What follows belongs to an exercise in optimizing a design on an open flow for small area and a short achievable clock period; a production flow would make more cautious choices.
The RTL was checked by simulation tests, not by an equivalence proof against the original design.
No activity file was given, so power comes from the tool's default toggle rates.

## flow/design.v (module list and top-level ports; edited modules follow where they fit)
// module F_Mul: 1168 lines
module F_Mul #(
    parameter DATA_W = 32
    )
   (
   input clk,
   input rst,
   input running,
   input [DATA_W-1:0] in0,
   input [DATA_W-1:0] in1,
   (* versat_latency = 4 *) output [DATA_W-1:0] out0
   );
  // ...
==> flow/flow/run.sh <==
#!/bin/bash
# Standard ORFS flow with one extra step between synthesis and floorplan:
# flow/invpush.py re-polarises full adders in the synthesised netlist to drop
# the inverters Yosys' extract_fa leaves between them (registers untouched).
# Ports are buffered with buf_1 (resized later by repair) and timing repair
# aims for 5.5 ns of setup slack.
set -euo pipefail
R=$(pwd)/orfs/results/${FLOW_PLATFORM}/F_Mul/base
bash standard.sh "$R/1_2_yosys.v" > synth.log 2>&1
cp "$R/1_2_yosys.v" yosys_orig.v
python3 flow/invpush.py yosys_orig.v "$R/1_2_yosys.v" > invpush.log 2>&1
bash standard.sh finish SETUP_SLACK_MARGIN=5.5 BUFFER_PORTS_ARGS="-buffer_cell sky130_fd_sc_hd__buf_1" > layout.log 2>&1
==> flow/flow/invpush.py <==
#!/usr/bin/env python3
"""Re-polarise full adders in a mapped sky130 netlist to remove inverters.

A full adder is self-dual: FA(~a,~b,~c) = (~s, ~co).  Yosys' extract_fa leaves
an inverter on many adder-to-adder nets.  This pass chooses, for each fa cell,
whether it computes the true or the complemented outputs so that as few nets as
possible need an inverter, removes the inverters that only served the adder
network and adds one inverter per net that still needs the other polarity.
usage: invpush.py in.v out.v
"""
import re, sys, collections

src = open(sys.argv[1]).read()
m = re.search(r'\bmodule\s+(\S+)\s*\(', src)
body_start = src.index(';', m.end()) + 1
end = src.rindex('endmodule')
header = src[:body_start]
body = src[body_start:end]

cell_re = re.compile(r'^\s*(sky130_fd_sc_hd__\w+)\s+(\\\S+\s|\S+)\s*\((.*?)\);\s*$', re.S | re.M)
pin_re = re.compile(r'\.(\w+)\(\s*(.*?)\s*\)\s*(?:,|$)', re.S)

items = []      # ('text', str) or ('cell', [type, name, [(pin, net)]])
pos = 0
for cm in cell_re.finditer(body):
    if cm.start() > pos:
        items.append(('text', body[pos:cm.start()]))
    typ, name, pins = cm.group(1), cm.group(2).strip(), cm.group(3)
    pl = [(p, n.strip()) for p, n in pin_re.findall(pins)]
    items.append(('cell', [typ, name, pl]))
    pos = cm.end()
items.append(('text', body[pos:]))

ports = set()
for pm in re.finditer(r'^\s*(input|output)\s*(\[(\d+):(\d+)\])?\s*([^;]+);', src, re.M):
    names = [x.strip() for x in pm.group(5).split(',')]
    for nm in names:
        if pm.group(2):
            hi, lo = int(pm.group(3)), int(pm.group(4))
            for i in range(min(hi, lo), max(hi, lo) + 1):
                ports.add('%s[%d]' % (nm, i))
        ports.add(nm)

OUT = {'X', 'Y', 'Q', 'Q_N', 'SUM', 'COUT', 'HI', 'LO'}
def is_inv(t): return re.match(r'sky130_fd_sc_hd__(clk)?inv_\d+$', t) is not None
def is_buf(t): return re.match(r'sky130_fd_sc_hd__(clk)?buf_\d+$', t) is not None
def is_fa(t): return re.match(r'sky130_fd_sc_hd__fa_\d+$', t) is not None
def is_ha(t): return re.match(r'sky130_fd_sc_hd__ha_1$', t) is not None
def is_xor(t): return re.match(r'sky130_fd_sc_hd__x(n)?or2_\d+$', t) is not None

cells = [it[1] for it in items if it[0] == 'cell']
driver = {}
for ci, (t, n, pl) in enumerate(cells):
    for p, net in pl:
        if p in OUT:
            driver[net] = ci

# inverters that may be collapsed: output not a port
inv_in = {}
def collapsible(c):
    t, n, pl = c
    if not (is_inv(t) or is_buf(t)): return False
    d = dict(pl)
    return (d.get('Y', d.get('X')) not in ports)
for ci, c in enumerate(cells):
    if collapsible(c):
        d = dict(c[2])
        if is_inv(c[0]):
            inv_in[d['Y']] = (d['A'], 1)
        else:
            inv_in[d['X']] = (d['A'], 0)

def lit(net):
    par = 0
    seen = 0
    while net in inv_in and seen < 100:
        net, q = inv_in[net]; par ^= q; seen += 1
    return net, par

fas = [ci for ci, c in enumerate(cells) if is_fa(c[0]) or is_xor(c[0]) or is_ha(c[0])]
infl = [is_fa(cells[ci][0]) or is_ha(cells[ci][0]) for ci in fas]   # inputs flip
outfl = [not is_ha(cells[ci][0]) for ci in fas]                     # outputs flip
fa_idx = {ci: k for k, ci in enumerate(fas)}
phi = [0] * len(fas)
flippable = [True] * len(fas)
for k, ci in enumerate(fas):
    for p, net in cells[ci][2]:
        if p in OUT and net in ports:
            flippable[k] = False

# loads per base net: list of (cell index, pin, parity)
loads = collections.defaultdict(list)
for ci, (t, n, pl) in enumerate(cells):
    if collapsible(cells[ci]):
        continue
    for p, net in pl:
        if p in OUT: continue
        b, par = lit(net)
        loads[b].append((ci, p, par))

def base_phase(b):
    ci = driver.get(b)
    if ci is not None and ci in fa_idx and outfl[fa_idx[ci]]:
        return phi[fa_idx[ci]]
    return 0

def need(b):
    """1 if base net b needs an inverted copy."""
    av = base_phase(b)
    for ci, p, par in loads[b]:
        req = par ^ (phi[fa_idx[ci]] if ci in fa_idx and infl[fa_idx[ci]] else 0)
        if req != av:
            return 1
    return 0

def touched(k):
    ci = fas[k]
    s = set()
    for p, net in cells[ci][2]:
        if p in OUT:
            if outfl[k]: s.add(net)
        elif infl[k]:
            s.add(lit(net)[0])
    return s

before = sum(need(b) for b in list(loads))
changed = True
it = 0
while changed and it < 50:
    changed = False; it += 1
    for k in range(len(fas)):
        if not flippable[k]: continue
        ts = touched(k)
        c0 = sum(need(b) for b in ts)
        phi[k] ^= 1
        c1 = sum(need(b) for b in ts)
        if c1 < c0:
            changed = True
        else:
            phi[k] ^= 1
import random
random.seed(1)
cur = sum(need(b) for b in list(loads))
best = cur; bestphi = list(phi)
flip_ok = [k for k in range(len(fas)) if flippable[k]]
T = 1.0
for step in range(300000):
    k = random.choice(flip_ok)
    ts = touched(k)
    c0 = sum(need(b) for b in ts)
    phi[k] ^= 1
    c1 = sum(need(b) for b in ts)
    d = c1 - c0
    if d <= 0 or random.random() < pow(2.718, -d / T):
        cur += d
        if cur < best:
            best = cur; bestphi = list(phi)
    else:
        phi[k] ^= 1
    T = max(0.02, 1.0 * (1 - step / 250000.0))
phi[:] = bestphi
after = sum(need(b) for b in list(loads))
n_old_inv = sum(1 for c in cells if collapsible(c))
sys.stderr.write("invpush: %d fa, %d flipped, collapsible inverters %d, inverted nets needed before %d after %d\n"
                 % (len(fas), sum(phi), n_old_inv, before, after))

# rebuild
newinv = {}
newwires = []
def inv_of(b):
    if b not in newinv:
        nm = '_invp%d_' % len(newinv)
        newinv[b] = nm
        newwires.append(nm)
    return newinv[b]

# nets driven by a flipped cell carry the complement now: rename them
ren = {}
for k, ci in enumerate(fas):
    if phi[k] and outfl[k]:
        for p, net in cells[ci][2]:
            if p in OUT:
                ren[net] = '_ipn%d_' % len(ren)
                newwires.append(ren[net])
R = lambda x: ren.get(x, x)
for ci, (t, n, pl) in enumerate(cells):
    if collapsible(cells[ci]):
        continue
    newpl = []
    for p, net in pl:
        if p in OUT:
            newpl.append((p, R(net))); continue
        b, par = lit(net)
        req = par ^ (phi[fa_idx[ci]] if ci in fa_idx and infl[fa_idx[ci]] else 0)
        newpl.append((p, R(b) if req == base_phase(b) else inv_of(b)))
    cells[ci][2] = newpl
    if ci in fa_idx and phi[fa_idx[ci]] and is_xor(t):
        cells[ci][0] = t.replace('xnor2', 'XOR2').replace('xor2', 'xnor2').replace('XOR2', 'xor2')
        op = 'Y' if 'xnor2' in cells[ci][0] else 'X'
        cells[ci][2] = [(op if p in ('X', 'Y') else p, net) for p, net in cells[ci][2]]

def esc(x):
    return x + ' ' if x.startswith('\\') else x
out = [header]
out.append('\n' + ''.join('  wire %s;\n' % w for w in newwires))
k = 0
for kind, v in items:
    if kind == 'text':
        out.append(v)
    else:
        t, n, pl = v
        if collapsible(v):
            continue
        if is_ha(t) and cells.index(v) in fa_idx and phi[fa_idx[cells.index(v)]]:
            d = dict(pl)
            out.append('  sky130_fd_sc_hd__xor2_1 %s (\n    .A(%s),\n    .B(%s),\n    .X(%s)\n  );\n' % (n + '_hx' if not n.startswith('\\') else n + '_hx ', esc(d['A']), esc(d['B']), esc(d['SUM'])))
            out.append('  sky130_fd_sc_hd__nor2_1 %s (\n    .A(%s),\n    .B(%s),\n    .Y(%s)\n  );\n' % (n + '_hn' if not n.startswith('\\') else n + '_hn ', esc(d['A']), esc(d['B']), esc(d['COUT'])))
            continue
        out.append('  %s %s (\n%s\n  );\n' % (t, n if not n.startswith('\\') else n + ' ', ',\n'.join('    .%s(%s)' % (p, esc(net)) for p, net in pl)))
for b, nm in newinv.items():
    out.append('  sky130_fd_sc_hd__inv_1 _invpc%s (\n    .A(%s),\n    .Y(%s)\n  );\n' % (nm[5:], esc(R(b)), nm))
out.append('endmodule\n')
open(sys.argv[2], 'w').write(''.join(out))
==> flow/standard.sh <==
#!/bin/bash
# synth_recipe.tcl (not shown) runs the flow's synth.tcl, then flattens the netlist and writes it again
# the make line also repeats each setting of config.mk as NAME=value (left out here)
make -C /OpenROAD-flow-scripts/flow DESIGN_CONFIG=/design/flow/config.mk WORK_HOME=/design/flow/orfs CLKGATE_MAP_FILE= SYNTH_SCRIPT=/design/flow/synth_recipe.tcl "${@:-finish}"
==> flow/config.mk <==
export PLATFORM = sky130hd
export DESIGN_NAME = F_Mul
export DESIGN_NICKNAME = F_Mul
export VERILOG_FILES = /design/flow/design.v
export SDC_FILE = /design/flow/constraint.sdc
export NUM_CORES = 4
export LEC_CHECK = 0
export CAP_MARGIN = 20
export CORE_MARGIN = 2
export CORE_UTILIZATION = 40
export CTS_CLUSTER_DIAMETER = 80
export CTS_CLUSTER_SIZE = 30
export GPL_TIMING_DRIVEN = 0
export PLACE_DENSITY = 0.75
export SLEW_MARGIN = 20
==> flow/constraint.sdc <==
create_clock -name core_clock -period 10.0 [get_ports {clk}]
set_input_delay 2.0000 -clock core_clock [delete_from_list [all_inputs] [get_ports {clk}]]
set_output_delay 2.0000 -clock core_clock [all_outputs]
set_load 0.01 [all_outputs]
==> flow_metrics.py, run 1 <==
metrics = {
    "route": {
        "top_layer": "met4",
        "final_antenna_net_count": 0,
        "drc": 0,
        "viasPerCell": 5.92,
        "wl_met1_um": 20100,
    },
    "run_status": {
        "status": "timing/DRC/antenna clean",
    },
    "finish": {
        "final_area_mm2": 0.0200,
        "buffers_excl_clock": 117,
        "final_net_count": 2173,
        "diodes": 0,
        "seq_share_pct": 22.1,
        "multi_input_area_mm2": 0.0136,
        "largest_class": "multi-input combinational cells",
        "layout_common_cells": "270 x fa_1, 255 x a22oi_1, 188 x xor2_1, 173 x xnor2_1, 167 x dfxtp_1",
        "fill_cells": 4197,
    },
    "timing": {
        "fin_crit_sh_pct": 44.8,
        "slew_violations": 0,
        "whs_ns": 0.337,
        "finClkSkew_ns": 0.0354,
    },
    "die": {
        "coreArea_mm2": 0.0451,
        "n_tap_cell": 600,
        "die_h_um": 217,
    },
    "clock_network": {
        "clkSinkCount": 217,
        "postCtsSetupRepairBufs": 0,
        "clock_tree.root_cell": "clkbuf_16",
        "cts_hold_buf": 0,
    },
    "grt": {
        "grt_overflow": 0,
        "grt_pass1_vias": 15000,
        "grtUsageMet3_pct": 6.60,
        "grt_max_degree": 39,
    },
    "synthesis": {
        "syn_inst": 1629,
        "syn_area_mm2": 0.0181,
    },
    "place": {
        "io_buffers": 98,
        "post_dp_cell_area_mm2": 0.0194,
        "dpl_worst_slack_ns": 4.90,
    },
    "worst_setup_path": {
        "startpoint": "btwo[2]",
        "regToRegEndpoint": "c2",
        "reg2reg_slack_ns": 5.52,
        "crit_fanout": 24,
        "end_kind": "flip-flop",
        "arrival_ns": 4.86,
        "crit_buf_inv": 0,
    },
    "power": {
        "intPower_w": 0.00322,
        "power_frac_seq_pct": 26.3,
        "power.total_w": 0.00583,
    },
}
==> run 2: changes to the inputs <==
--- a/flow/flow/run.sh
+++ b/flow/flow/run.sh
@@ -9,4 +9,4 @@
 bash standard.sh "$R/1_2_yosys.v" > synth.log 2>&1
 cp "$R/1_2_yosys.v" yosys_orig.v
 python3 flow/invpush.py yosys_orig.v "$R/1_2_yosys.v" > invpush.log 2>&1
-bash standard.sh finish SETUP_SLACK_MARGIN=5.5 BUFFER_PORTS_ARGS="-buffer_cell sky130_fd_sc_hd__buf_1" > layout.log 2>&1
+bash standard.sh finish SETUP_SLACK_MARGIN=5.4 BUFFER_PORTS_ARGS="-buffer_cell sky130_fd_sc_hd__buf_1" > layout.log 2>&1
--- a/flow/config.mk
+++ b/flow/config.mk
@@ -11,5 +11,4 @@
 export CTS_CLUSTER_DIAMETER = 80
 export CTS_CLUSTER_SIZE = 30
 export GPL_TIMING_DRIVEN = 0
-export PLACE_DENSITY = 0.75
 export SLEW_MARGIN = 20
==> flow_metrics.py, run 2 <==
metrics = {
    "run_status": {
        "status": "timing/DRC/antenna clean",
    },
    "route": {
        "drt_first_pass_iters": 6,
        "avgRoutedWirePerCell_um": 23.0,
        "vias": 13800,
        "drt-total-wl_um": 54500,
        "viasPerCell": 5.81,
        "final_antenna_net_count": 0,
        "drc": 0,
        "drt-initial-drc-count": 1268,
    },
    "power": {
        "p_leak_nw": 7.59,
        "power.total_w": 0.00601,
        "ir_drop_v": 0.000158,
        "cellPowerDensity_mw_per_mm2": 299,
    },
    "finish": {
        "final_net_count": 2173,
        "final_core_util_pct": 44.5,
        "final_area_mm2": 0.0201,
        "mostFrequentLayoutCell": "fa_1",
        "drive_gt1_share_pct": 6.23,
        "top_regs": "x2 (34), y2 (34), res (32)",
        "syn_to_final_growth_pct": 10.8,
        "layout_common_cells": "270 x fa_1, 255 x a22oi_1, 189 x xor2_1, 173 x xnor2_1, 165 x dfxtp_1",
    },
    "place": {
        "routabilityCongestion": 0.865,
        "post_dp_cell_area_mm2": 0.0194,
        "io_buffers": 98,
        "dp_hpwl_um": 36000,
    },
    "grt": {
        "grt_use_total_pct": 23.6,
        "grt_overflow": 0,
        "grt_max_degree": 35,
        "grt_pass1_vias": 14600,
        "antenna_found_initial": 1,
        "grt_pass1_wl_um": 85200,
    },
    "synthesis": {
        "syn_area_per_cell_um2": 11.1,
        "syn_area_mm2": 0.0181,
        "synth_warnings": 1,
        "syn_nets": 2042,
        "syn_inst": 1629,
    },
    "die": {
        "die_x_um": 217,
        "ios": 99,
        "dieArea_mm2": 0.0470,
        "coreArea_mm2": 0.0451,
        "rows": 78,
        "start_util_pct": 40.2,
        "die_h_um": 217,
    },
    "clock_network": {
        "clkSinkCount": 217,
        "insertion_delay_ns": 0.53,
        "cts_buffers": 14,
        "cts_tree": "yes",
        "clock_path_buffers": 3,
        "clk_pin_slew_ns": 0.10,
        "cts_hold_buf": 0,
        "h-tree-depth": 1,
        "clock_tree.root_cell": "clkbuf_16",
    },
    "timing": {
        "tightestPinTransition_ns": 1.24,
        "setup_violations": 0,
        "finalCriticalPeriod_ns": 4.63,
        "hold_viol": 0,
        "slew_headroom_pct": 17.4,
        "rsz0062_at_grt": "yes",
        "finClkSkew_ns": 0.0418,
        "fmax_mhz": 216,
        "slew_violations": 0,
        "final.setup.tns_ns": 0,
        "fin_crit_sh_pct": 46.3,
    },
    "worst_setup_path": {
        "regToRegEndpoint": "c2",
        "end_kind": "flip-flop",
        "arrival_ns": 5.02,
        "crit_type": "flip-flop to flip-flop",
        "cp-start-kind": "flip-flop",
        "reg2reg_slack_ns": 5.37,
        "crit_fanout": 14,
        "rr_startpoint": "bneg[4]",
        "reg2regPathDepth": 9,
        "startpoint": "bneg[4]",
        "crit_required_ns": 10.39,
    },
    "worst_hold_path": {
        "hp-class": "flip-flop to flip-flop",
        "worstHoldPathCells": 0,
        "worstHoldStart": "e1[2]",
        "min_to": "e2[2]",
    },
    "run": {
        "maxCapViolations": 0,
    },
}
-- run 2: worst max-delay path by stage --
stage | end | slack (ns)
after global placement | e3[6] | 4.53
after detailed placement | c2 | 4.80
final | c2 | 5.37
after global routing | c2 | 5.32
after floorplan | e3[6] | 5.57
after CTS | c2 | 5.26
-- run 2: cell type report --
| type | instances | area (um2) |
|---|---|---|
| clock inverters | 8 | 145 |
| clock buffers | 15 | 375 |
| repair buffers | 115 | 559 |
| multi-input cells | 1356 | 13600 |
| flip-flops and latches | 217 | 4410 |
| well taps | 600 | 751 |
| inverters | 56 | 225 |
| fillers | 4281 | 25000 |
| diodes | 1 | 2.50 |
-- run 2: what timing repair did --
action,4_1_cts,5_1_grt
buffers inserted,6,8
pin swaps,0,0
endpoints found under the setup margin,67,6
resized for setup,13,8
gates cloned,0,0
-- run 2: power by group --
part	internal, W	switching, W	total, W
registers	0.00122	0.000316	0.00153
clock network	0.000322	0.000343	0.000665
logic	0.00179	0.00203	0.00382
total	0.00333	0.00268	0.00601
-- run 2: critical path: stages, from the launching register on --
cell and delay (ns):
dfxtp_2 0.77, inv_1 0.68, xor2_1 0.36, fa_1 0.63, fa_1 0.45, fa_1 0.50
ha_1 0.32, nand4_1 0.09, or3_1 0.36, o21ai_0 0.33
-- run 2: per-stage QoR --
stage | std cells | hold slack, ns | setup slack, ns
3_5_place_dp | 2330 | 0.318 | 4.80
2_1_floorplan | 1629 | 0.310 | 5.57
6_report | 2368 | 0.337 | 5.37
4_1_cts | 2359 | 0.341 | 5.26
5_1_grt | 2367 | 0.346 | 5.32
3_3_place_gp | 2327 | 0.314 | 4.53
-- run 2: layer usage --
metal	wire length, um	track usage [%]	up-vias
li1	-	-	5988
met4	2340	10.8	0
met1	22100	31.0	6826
met3	5300	4.70	143
met2	24700	37.6	801
met5	0	0	-
==> run 3: changes to the inputs <==
--- a/flow/flow/run.sh
+++ b/flow/flow/run.sh
@@ -9,4 +9,4 @@
 bash standard.sh "$R/1_2_yosys.v" > synth.log 2>&1
 cp "$R/1_2_yosys.v" yosys_orig.v
 python3 flow/invpush.py yosys_orig.v "$R/1_2_yosys.v" > invpush.log 2>&1
-bash standard.sh finish SETUP_SLACK_MARGIN=5.4 BUFFER_PORTS_ARGS="-buffer_cell sky130_fd_sc_hd__buf_1" > layout.log 2>&1
+bash standard.sh finish SETUP_SLACK_MARGIN=5.6 BUFFER_PORTS_ARGS="-buffer_cell sky130_fd_sc_hd__buf_1" > layout.log 2>&1
==> flow_metrics.py, run 3 <==
metrics = {
    "timing": {
        "rsz0062_at_grt": "yes",
        "finClkSkew_ns": 0.0331,
        "slew_violations": 0,
        "slew_headroom_pct": 23.7,
        "tightestPinTransition_ns": 1.14,
        "fin_crit_sh_pct": 43.8,
        "finalCriticalPeriod_ns": 4.38,
        "final.setup.tns_ns": 0,
        "hold_viol": 0,
        "fmax_mhz": 228,
        "setup_violations": 0,
    },
    "grt": {
        "grt_pass1_wl_um": 86700,
        "grt_use_total_pct": 23.9,
        "grt_pass1_vias": 14700,
        "antenna_found_initial": 1,
        "grt_max_degree": 30,
        "grt_overflow": 0,
    },
    "finish": {
        "top_regs": "x2 (34), y2 (34), res (32)",
        "mostFrequentLayoutCell": "fa_1",
        "final_net_count": 2192,
        "layout_common_cells": "270 x fa_1, 255 x a22oi_1, 188 x xor2_1, 173 x xnor2_1, 162 x dfxtp_1",
        "regArea_mm2": 0.00442,
        "drive_gt1_share_pct": 8.61,
        "fill_cells": 4235,
        "syn_to_final_growth_pct": 12.3,
        "multi_input_area_mm2": 0.0137,
        "diodes": 0,
    },
    "route": {
        "avgRoutedWirePerCell_um": 23.1,
        "drt-total-wl_um": 55100,
        "final_antenna_net_count": 0,
        "drt-initial-drc-count": 1416,
        "viasPerCell": 5.80,
        "vias": 13800,
        "drc": 0,
        "drt_first_pass_iters": 7,
    },
    "die": {
        "die_x_um": 217,
        "ios": 99,
        "start_util_pct": 40.2,
        "die_h_um": 217,
        "coreArea_mm2": 0.0451,
        "rows": 78,
        "dieArea_mm2": 0.0470,
    },
    "worst_setup_path": {
        "crit_slowest_cell": "and2_1",
        "cp-start-kind": "input pin",
        "end_kind": "output pin",
        "crit_fanout": 8,
        "worstPathCellList": "buf_16 > and2_1 > buf_2",
        "crit_required_ns": 8.00,
        "cpPeakStageDelay_ns": 0.14,
        "path_delay_family": "buffers and inverters",
        "crit_type": "input pin to output pin",
        "arrival_ns": 2.38,
        "crit_buf_inv": 2,
    },
    "run_status": {
        "status": "timing/DRC/antenna clean",
    },
    "clock_network": {
        "clock_path_buffers": 3,
        "clock_tree.root_cell": "clkbuf_16",
        "h-tree-depth": 1,
        "cts_buffers": 15,
        "cts_tree": "yes",
        "cts_hold_buf": 0,
        "clk_pin_slew_ns": 0.10,
        "clkSinkCount": 217,
        "insertion_delay_ns": 0.53,
    },
    "power": {
        "p_leak_nw": 7.75,
        "cellPowerDensity_mw_per_mm2": 297,
        "ir_drop_v": 0.000134,
        "power.total_w": 0.00604,
    },
    "synthesis": {
        "syn_area_mm2": 0.0181,
        "syn_inst": 1629,
        "syn_area_per_cell_um2": 11.1,
        "syn_nets": 2042,
        "synth_warnings": 1,
    },
    "place": {
        "dp_hpwl_um": 35900,
        "io_buffers": 98,
        "routabilityCongestion": 0.882,
    },
    "worst_hold_path": {
        "hp-class": "flip-flop to flip-flop",
    },
    "run": {
        "maxCapViolations": 0,
    },
}
run 3: worst reg2reg max path, delay by kind of cell (launching register included):
kind,cells,cell delay (ns)
adder cells (fa/ha/maj),5,2.31
flip-flops,1,0.73
AO/OA/AOI/OAI,2,0.54
AND/OR/NAND/NOR,2,0.45
XOR/XNOR,1,0.23
run 3: per-layer routing:
layer | vias up | part of all wire (%) | GRT usage (%)
met3 | 136 | 9.2 | 4.47
met1 | 6947 | 40 | 31.3
li1 | 6019 | - | -
met5 | - | 0.024 | 0
met2 | 742 | 46 | 39.1
met4 | 2 | 3.9 | 9.63
run 3: layout make-up:
cell class	count	share of cell area, %
Tap cell	600	3.69
Clock inverter	10	0.676
Timing Repair Buffer	131	3.60
Multi-Input combinational cell	1358	67.3
Clock buffer	16	1.91
Sequential cell	217	21.7
Inverter	56	1.14
run 3: path summary, 6_finish.rpt:
kind                               from  endpoint  slack, ns  depth (start not counted)
worst max-delay path            running  out0[14]       5.62                          3
worst min-delay path                 z1        z2       0.33                          0
worst max register to register  bone[0]        c2       5.63                         10
worst min register to register       z1        z2       0.33                          0
run 3: repair_timing:
| item | 4_1_cts | 5_1_grt |
|---|---|---|
| endpoints found under the hold margin | 0 | 0 |
| gates resized for setup | 30 | 24 |
| gates cloned | 4 | 0 |
| endpoints found under the setup margin | 114 | 55 |
| buffers inserted | 11 | 18 |
| pin swaps | 3 | 3 |
run 3: through the flow:
stage | utilization (%) | hold WS [ns] | cells | setup slack, ns | area (um2)
6_report | 45.2 | 0.334 | 2388 | 5.62 | 20400
5_1_grt | 45.2 | 0.343 | 2388 | 5.45 | 20400
4_1_cts | 44.7 | 0.337 | 2370 | 5.27 | 20200
3_5_place_dp | 42.9 | 0.313 | 2329 | 4.80 | 19400
3_3_place_gp | 42.7 | 0.314 | 2327 | 4.83 | 19300
2_1_floorplan | - | 0.310 | 1629 | 5.85 | 18100
run 3: power by group:
part	switching (W)	leakage (nW)	internal (W)
Combinational	0.00202	5.67	0.00181
Sequential	0.000318	1.82	0.00122
Clock	0.000345	0.255	0.000330
==> run 4: changes to the inputs <==
--- a/flow/flow/run.sh
+++ b/flow/flow/run.sh
@@ -9,4 +9,4 @@
 bash standard.sh "$R/1_2_yosys.v" > synth.log 2>&1
 cp "$R/1_2_yosys.v" yosys_orig.v
 python3 flow/invpush.py yosys_orig.v "$R/1_2_yosys.v" > invpush.log 2>&1
-bash standard.sh finish SETUP_SLACK_MARGIN=5.6 BUFFER_PORTS_ARGS="-buffer_cell sky130_fd_sc_hd__buf_1" > layout.log 2>&1
+bash standard.sh finish SETUP_SLACK_MARGIN=5.5 BUFFER_PORTS_ARGS="-buffer_cell sky130_fd_sc_hd__buf_1" > layout.log 2>&1
--- a/flow/config.mk
+++ b/flow/config.mk
@@ -8,7 +8,7 @@
 export CAP_MARGIN = 20
 export CORE_MARGIN = 2
 export CORE_UTILIZATION = 40
-export CTS_CLUSTER_DIAMETER = 80
-export CTS_CLUSTER_SIZE = 30
+export CTS_CLUSTER_DIAMETER = 60
+export CTS_CLUSTER_SIZE = 35
 export GPL_TIMING_DRIVEN = 0
 export SLEW_MARGIN = 20
==> flow_metrics.py, run 4 <==
metrics = {
    "grt": {
        "antenna_found_initial": 1,
        "grt_overflow": 0,
        "grt_max_degree": 35,
        "grt_pass1_wl_um": 85500,
        "grt_pass1_vias": 14700,
        "grt_use_total_pct": 23.6,
    },
    "place": {
        "dpl.cell_count": 2330,
        "dp_hpwl_um": 36000,
        "routabilityCongestion": 0.865,
        "io_buffers": 98,
    },
    "worst_setup_path": {
        "worstPathCellList": "buf_8 > and2_1 > buf_1",
        "rr_startpoint": "bneg[1]",
        "cpPeakStageDelay_ns": 0.14,
        "reg2reg_slack_ns": 5.65,
        "crit_type": "input pin to output pin",
        "cp-start-kind": "input pin",
        "path_delay_family": "buffers and inverters",
        "end_kind": "output pin",
        "crit_required_ns": 8.00,
        "crit_slowest_cell": "buf_8",
        "startpoint": "running",
        "crit_buf_inv": 2,
        "arrival_ns": 2.43,
        "crit_fanout": 32,
    },
    "clock_network": {
        "clk_pin_slew_ns": 0.09,
        "clkSinkCount": 217,
        "cts_buffers": 20,
        "cts_tree": "yes",
        "clock_path_buffers": 3,
        "insertion_delay_ns": 0.54,
        "h-tree-depth": 1,
        "clock_tree.root_cell": "clkbuf_16",
    },
    "die": {
        "coreArea_mm2": 0.0451,
        "die_x_um": 217,
        "dieArea_mm2": 0.0470,
        "rows": 78,
        "ios": 99,
        "die_h_um": 217,
        "start_util_pct": 40.2,
    },
    "timing": {
        "final.setup.tns_ns": 0,
        "tightestPinTransition_ns": 1.19,
        "slew_violations": 0,
        "finClkSkew_ns": 0.0137,
        "fin_crit_sh_pct": 44.3,
        "slew_headroom_pct": 20.7,
        "rsz0062_at_grt": "yes",
        "hold_viol": 0,
        "fmax_mhz": 226,
        "setup_violations": 0,
        "finalCriticalPeriod_ns": 4.43,
    },
    "finish": {
        "mostFrequentLayoutCell": "fa_1",
        "final_net_count": 2190,
        "layout_common_cells": "270 x fa_1, 255 x a22oi_1, 189 x xor2_1, 173 x xnor2_1, 162 x dfxtp_1",
        "multi_input_area_mm2": 0.0136,
        "regArea_mm2": 0.00442,
        "fin_cells": 2392,
        "top_regs": "x2 (34), y2 (34), res (32)",
        "drive_gt1_share_pct": 7.93,
        "syn_to_final_growth_pct": 12.4,
        "fill_cells": 4250,
    },
    "synthesis": {
        "syn_area_per_cell_um2": 11.1,
        "syn_area_mm2": 0.0181,
        "syn_inst": 1629,
        "syn_nets": 2042,
        "synth_warnings": 1,
    },
    "run_status": {
        "status": "timing/DRC/antenna clean",
    },
    "route": {
        "drc": 0,
        "drt-initial-drc-count": 1452,
        "drt-total-wl_um": 54600,
        "viasPerCell": 5.81,
        "avgRoutedWirePerCell_um": 22.8,
        "drt_first_pass_iters": 5,
        "final_antenna_net_count": 0,
        "vias": 13900,
    },
    "power": {
        "ir_drop_v": 0.000157,
        "p_leak_nw": 7.72,
        "cellPowerDensity_mw_per_mm2": 301,
    },
    "run": {
        "maxCapViolations": 0,
    },
    "worst_hold_path": {
        "worstHoldStart": "e1[0]",
        "hp-class": "flip-flop to flip-flop",
    },
}
[run 4: changes by cell type in the layout (fill, tap and decap cells not counted), sizes merged]
cell      delta
buf          +3
bufinv       -1
clkbuf       -3
clkinv       +6
clkinvlp     +1
diode        +1
inv          -1
xnor2        -2
[run 4: layer usage]
layer / GRT usage, % / part of all wire [%] / up-vias
met5: 0 / 0 / -
met4: 9.98 / 4.5 / 0
met3: 4.86 / 9.6 / 155
met2: 37.9 / 45 / 774
met1: 31.0 / 41 / 6954
li1: - / - / 6023
[run 4: area by class of cell]
| cell class | count | area share, % |
|---|---|---|
| Multi-Input combinational cell | 1356 | 66.9 |
| Sequential cell | 217 | 21.7 |
| Tap cell | 600 | 3.69 |
| Timing Repair Buffer | 126 | 3.20 |
| Clock buffer | 21 | 2.52 |
| Inverter | 56 | 1.14 |
| Clock inverter | 15 | 0.848 |
| Antenna cell | 1 | 0.0123 |
[run 4: where the power goes]
| part | internal, W | switching, W | total (W) |
|---|---|---|---|
| logic | 0.00179 | 0.00203 | 0.00383 |
| registers | 0.00122 | 0.000317 | 0.00153 |
| clock network | 0.000399 | 0.000384 | 0.000782 |
[run 4: through the flow]
step	cell area (um2)	power, W	hold slack [ns]	utilization (%)	setup WS (ns)
after floorplan	18100	0.00409	0.310	-	5.57
after global placement	19300	0.00519	0.314	42.7	4.53
after detailed placement	19400	0.00532	0.318	43.0	4.80
after CTS	20200	0.00614	0.331	44.8	5.43
after global routing	20400	0.00676	0.340	45.2	5.44
final	20400	0.00614	0.329	45.2	5.57
[run 4: path summary, 6_finish.rpt]
kind | to | cells past startpoint
max | out0[8] | 3
min | e2[0] | 0
max reg2reg | c2 | 9
min reg2reg | e2[0] | 0
[run 4: what timing repair did]
item                                    CTS  global route
setup buffers                            10            15
hold buffers                              0             0
resized for setup                        19            17
cloned                                    0             0
endpoints found under the setup margin   69            55

[static timing again, ports no longer ideal]
The results above use ideal ports. As a check the final layouts listed here were re-extracted and re-timed, cells and wires unchanged. Step 1 sets driving cells, clkbuf_16 on the clock port and buf_2 on the other inputs (assumed; they add their load-dependent delay and slew). Step 2 adds t to the input delays and takes it off the output delays; t is the mean of the earliest and latest rising clock arrival at the registers after step 1. Input paths then give back, and output paths get back, about the clock's delay inside the block. Three values: ideal, step 1, step 2; two values: the first two.
run | t (ns) | setup slack, ns | hold slack, ns | slew at the worst register clock pin (ns)
run 1 | 0.549 | 5.522 / 5.500 / 5.160 | 0.337 / 0.337 / 0.337 | 0.11 / 0.11
run 2 | 0.565 | 5.371 / 5.371 / 5.088 | 0.337 / 0.337 / 0.337 | 0.10 / 0.10
run 3 | 0.575 | 5.616 / 5.409 / 5.324 | 0.334 / 0.334 / 0.334 | 0.11 / 0.11
run 4 | 0.587 | 5.575 / 5.523 / 5.336 | 0.329 / 0.329 / 0.329 | 0.09 / 0.09
After both steps every run listed still meets setup and hold. The setup slack of run 1, which loses most, moves by -0.022 ns with the drivers and by -0.362 ns with both steps.
